Source: an optimization exercise on an open RTL-to-GDS flow (aim: small area). Production flows keep margins and buffers that such runs may drop.
The RTL was checked by simulation tests, not by an equivalence proof against the original design.
No activity file was given, so power comes from the tool's default toggle rates.

## run a
Design Finale, start of the top module:
module Finale
	(	CLOCK_50,
		resetn,
		SW_colour,
		ps2_key_data,
		ps2_key_pressed,
		vga_x,
		vga_y,
		vga_colour,
		vga_plot,
		HEX0, HEX1, HEX2, HEX3, HEX4, HEX5
	);
Settings: LEC_CHECK=0, ABC_AREA=1, CAP_MARGIN=0, CORE_MARGIN=2, CORE_UTILIZATION=40, CTS_BUF_LIST=sky130_fd_sc_hd__clkbuf_8, CTS_CLUSTER_DIAMETER=60, CTS_CLUSTER_SIZE=16, SLEW_MARGIN=0; clock period 12.0 ns.
run.sh (not shown) runs the stock make flow with config.mk's settings and CLKGATE_MAP_FILE= SYNTH_SCRIPT=/design/flow/synth_recipe.tcl, a recipe that flattens the netlist after the stock synthesis.
Relative to run a, the following input files were edited for run b:
Settings: removing CTS_BUF_LIST (formerly sky130_fd_sc_hd__clkbuf_8); changing SLEW_MARGIN from 0 to 20; removing CTS_CLUSTER_DIAMETER (formerly 60); removing CTS_CLUSTER_SIZE (formerly 16); changing CAP_MARGIN from 0 to 20.
Notes after the runs:
The higher met1 usage in global routing of run a and run b is in run a.
Per the comparison of run b with run a, area added between synthesis and finish +1.7 points, sequential portion of the cell area -0.39 points.
From run a to run b, net count after synthesis did not move at all.

---

## run A
Finale, a different RTL version from the one above (not shown whole).
Size: ~75 I/O pins, ~8200 um^2 of cells after synthesis.
export LEC_CHECK = 0
export ABC_AREA = 1
export CAP_MARGIN = 20
export CORE_MARGIN = 2
export CORE_UTILIZATION = 40
export CTS_BUF_LIST = sky130_fd_sc_hd__clkbuf_8
export CTS_CLUSTER_DIAMETER = 100
export CTS_CLUSTER_SIZE = 30
export SLEW_MARGIN = 20
create_clock -name core_clock -period 12.0 [get_ports {CLOCK_50}]
standard.sh (not shown) runs the stock make flow with config.mk's settings and CLKGATE_MAP_FILE= SYNTH_SCRIPT=/design/flow/synth_recipe.tcl, a recipe that flattens the netlist after the stock synthesis.
==> flow/flow/run.sh <==
#!/bin/bash
# Layout flow: the standard synthesis, then an area-oriented re-mapping of the
# combinational logic (registers kept as they are, by name and cell), a check that the
# re-mapped netlist is equivalent to the standard one, then the standard layout.
set -euo pipefail
W=$(pwd)
R=$W/orfs/results/$FLOW_PLATFORM/Finale/base
LIB=$FLOW_HOME/platforms/$FLOW_PLATFORM/lib/sky130_fd_sc_hd__tt_025C_1v80.lib
YOSYS=$(command -v yosys || echo $FLOW_HOME/../tools/install/yosys/bin/yosys)

bash standard.sh synth > $W/flow_synth.log 2>&1

cp $R/1_2_yosys.v $W/std_netlist.v
sed -e "s#@LIB@#$LIB#g" -e "s#@IN@#$W/std_netlist.v#g" -e "s#@OUT@#$W/resyn_netlist.v#g" \
    -e "s#@SCRIPT@#$W/flow/resyn.abc#g" $W/flow/resyn.ys > $W/resyn.ys
sed -e "s#@LIB@#$LIB#g" -e "s#@GOLD@#$W/std_netlist.v#g" -e "s#@GATE@#$W/resyn_netlist.v#g" \
    $W/flow/equiv.ys > $W/equiv.ys
if $YOSYS -s $W/resyn.ys > $W/flow_resyn.log 2>&1 && $YOSYS -s $W/equiv.ys > $W/flow_equiv.log 2>&1; then
    cp $W/resyn_netlist.v $R/1_2_yosys.v
    echo "using the re-mapped netlist" > $W/flow_choice.log
else
    echo "re-mapping failed or not proven equivalent: using the standard netlist" > $W/flow_choice.log
fi
rm -f $R/1_synth.odb $R/1_synth.sdc
touch $R/1_2_yosys.v $R/1_2_yosys.sdc

# clock tree options (without dummy loads), read from flow/cts_args.txt
CTS_ARGS=$(cat $W/flow/cts_args.txt)
export CTS_ARGS
BUFFER_PORTS_ARGS="-buffer_cell sky130_fd_sc_hd__buf_1" bash standard.sh finish > $W/flow_layout.log 2>&1
==> flow/flow/cts_args.txt <==
-sink_clustering_enable -repair_clock_nets -sink_clustering_size 16 -sink_clustering_max_diameter 60 -buf_list sky130_fd_sc_hd__clkbuf_8 -dont_use_dummy_load
==> flow/flow/resyn.abc <==
strash
&get -n
&deepsyn -T 120
&put
strash
&get -n
&dch -f
&nf -R 1000
&put
mfs2 -W 6
strash
&get -n
&dch -f
&nf -R 1000
&put
Other scripts of this flow, unchanged in this note and not shown: flow/flow/equiv.ys, flow/flow/resyn.ys
What run B does differently from run A at the input level:
==> flow/flow/resyn.abc <==
strash
&get -n
&st
&dch -f
&nf -R 1000
&put
mfs2 -W 6
strash
&get -n
&dch -f
&nf -R 1000
&put
mfs2 -W 6
strash
&get -n
&dch -f
&nf -R 1000
&put
[summary]
- Looking at cell count, run B sits 16 higher than run A does.
- Across both runs, least setup slack across all paths after layout was higher for run B than for run A.
- Run B vs. run A: die area higher, area growth from synthesis to final layout higher, y dimension of the die higher, part of the power in registers higher.
diff inputs: run B => run C
diff --git a/flow/config.mk b/flow/config.mk
--- a/flow/config.mk
+++ b/flow/config.mk
@@ -9,7 +9,7 @@
 export CAP_MARGIN = 20
 export CORE_MARGIN = 2
-export CORE_UTILIZATION = 40
+export CORE_UTILIZATION = 65
 export CTS_BUF_LIST = sky130_fd_sc_hd__clkbuf_8
-export CTS_CLUSTER_DIAMETER = 100
-export CTS_CLUSTER_SIZE = 30
+export CTS_CLUSTER_DIAMETER = 60
+export CTS_CLUSTER_SIZE = 16
 export SLEW_MARGIN = 20
[summary]
Taking run B as 1.0, run C lands at 0.933 on total length of routed wires.
Relative to run B, the maximum frequency measured on run C has decreased slightly.
In terms of sequential power, run C and run B differ only marginally.
Sort run C and run B by switching power as a share of total power, descending, and run B comes first.
Run C reports a higher global routing met2 resource utilization than run B does.
What run D does differently from run C at the input level:
==> flow/flow/cts_args.txt <==
-repair_clock_nets -buf_list sky130_fd_sc_hd__clkbuf_8 -dont_use_dummy_load
diff --git a/flow/config.mk b/flow/config.mk
--- a/flow/config.mk
+++ b/flow/config.mk
@@ -9,7 +9,7 @@
 export CAP_MARGIN = 20
 export CORE_MARGIN = 2
-export CORE_UTILIZATION = 65
+export CORE_UTILIZATION = 40
 export CTS_BUF_LIST = sky130_fd_sc_hd__clkbuf_8
-export CTS_CLUSTER_DIAMETER = 60
-export CTS_CLUSTER_SIZE = 16
+export CTS_CLUSTER_DIAMETER = 100
+export CTS_CLUSTER_SIZE = 30
 export SLEW_MARGIN = 20
==> run summary <==
Relative to run C, actual slew at the worst max-slew pin has decreased by 0.11 ns in run D.
Lower peak supply drop was reported by run D, not run C.
Share of the clock period used by the worst path delta for run D relative to run C: 0.63 points lower
NOTE: via count in run D falls short of that of run C
In the metrics for run D and run C, the one carrying the higher starting density of the core is run C.
Compared with run C, in run D internal power consumption ~0 delta; final-layout non-clock buffer area share ~0 delta; area of all placed cells without fillers +1.4%; number of cell instances on the worst register-to-register path -1; die footprint +about 60%.

## static timing again, ports no longer ideal
No port has a modelled driver above. Below, the same layouts with a new extraction and two added sets of constraints. Step 1 assumes that a clkbuf_16 drives the clock port and a buf_2 every other input. Step 2 adds t to the input delays and takes it off the output delays; t is the mean of the earliest and latest rising clock arrival at the registers after step 1. Input paths then give back, and output paths get back, about the clock's delay inside the block. a / b / c = no drivers / after step 1 / after step 2; a / b = the first two.
run | t (ns) | setup slack, ns | worst data-port slew with drivers (ns)
run a of note 1 | 0.518 | 3.477 / 3.452 / 3.452 | 0.03
run b of note 1 | 0.482 | 3.472 / 3.447 / 3.447 | 0.03
run A of note 2 | 0.493 | 3.944 / 3.901 / 4.395 | 0.03
run B of note 2 | 0.489 | 4.452 / 4.409 / 4.898 | 0.04
run C of note 2 | 0.495 | 4.377 / 4.337 / 4.832 | 0.05
run D of note 2 | 0.489 | 4.452 / 4.409 / 4.898 | 0.04
After both steps every run listed still meets setup and hold.
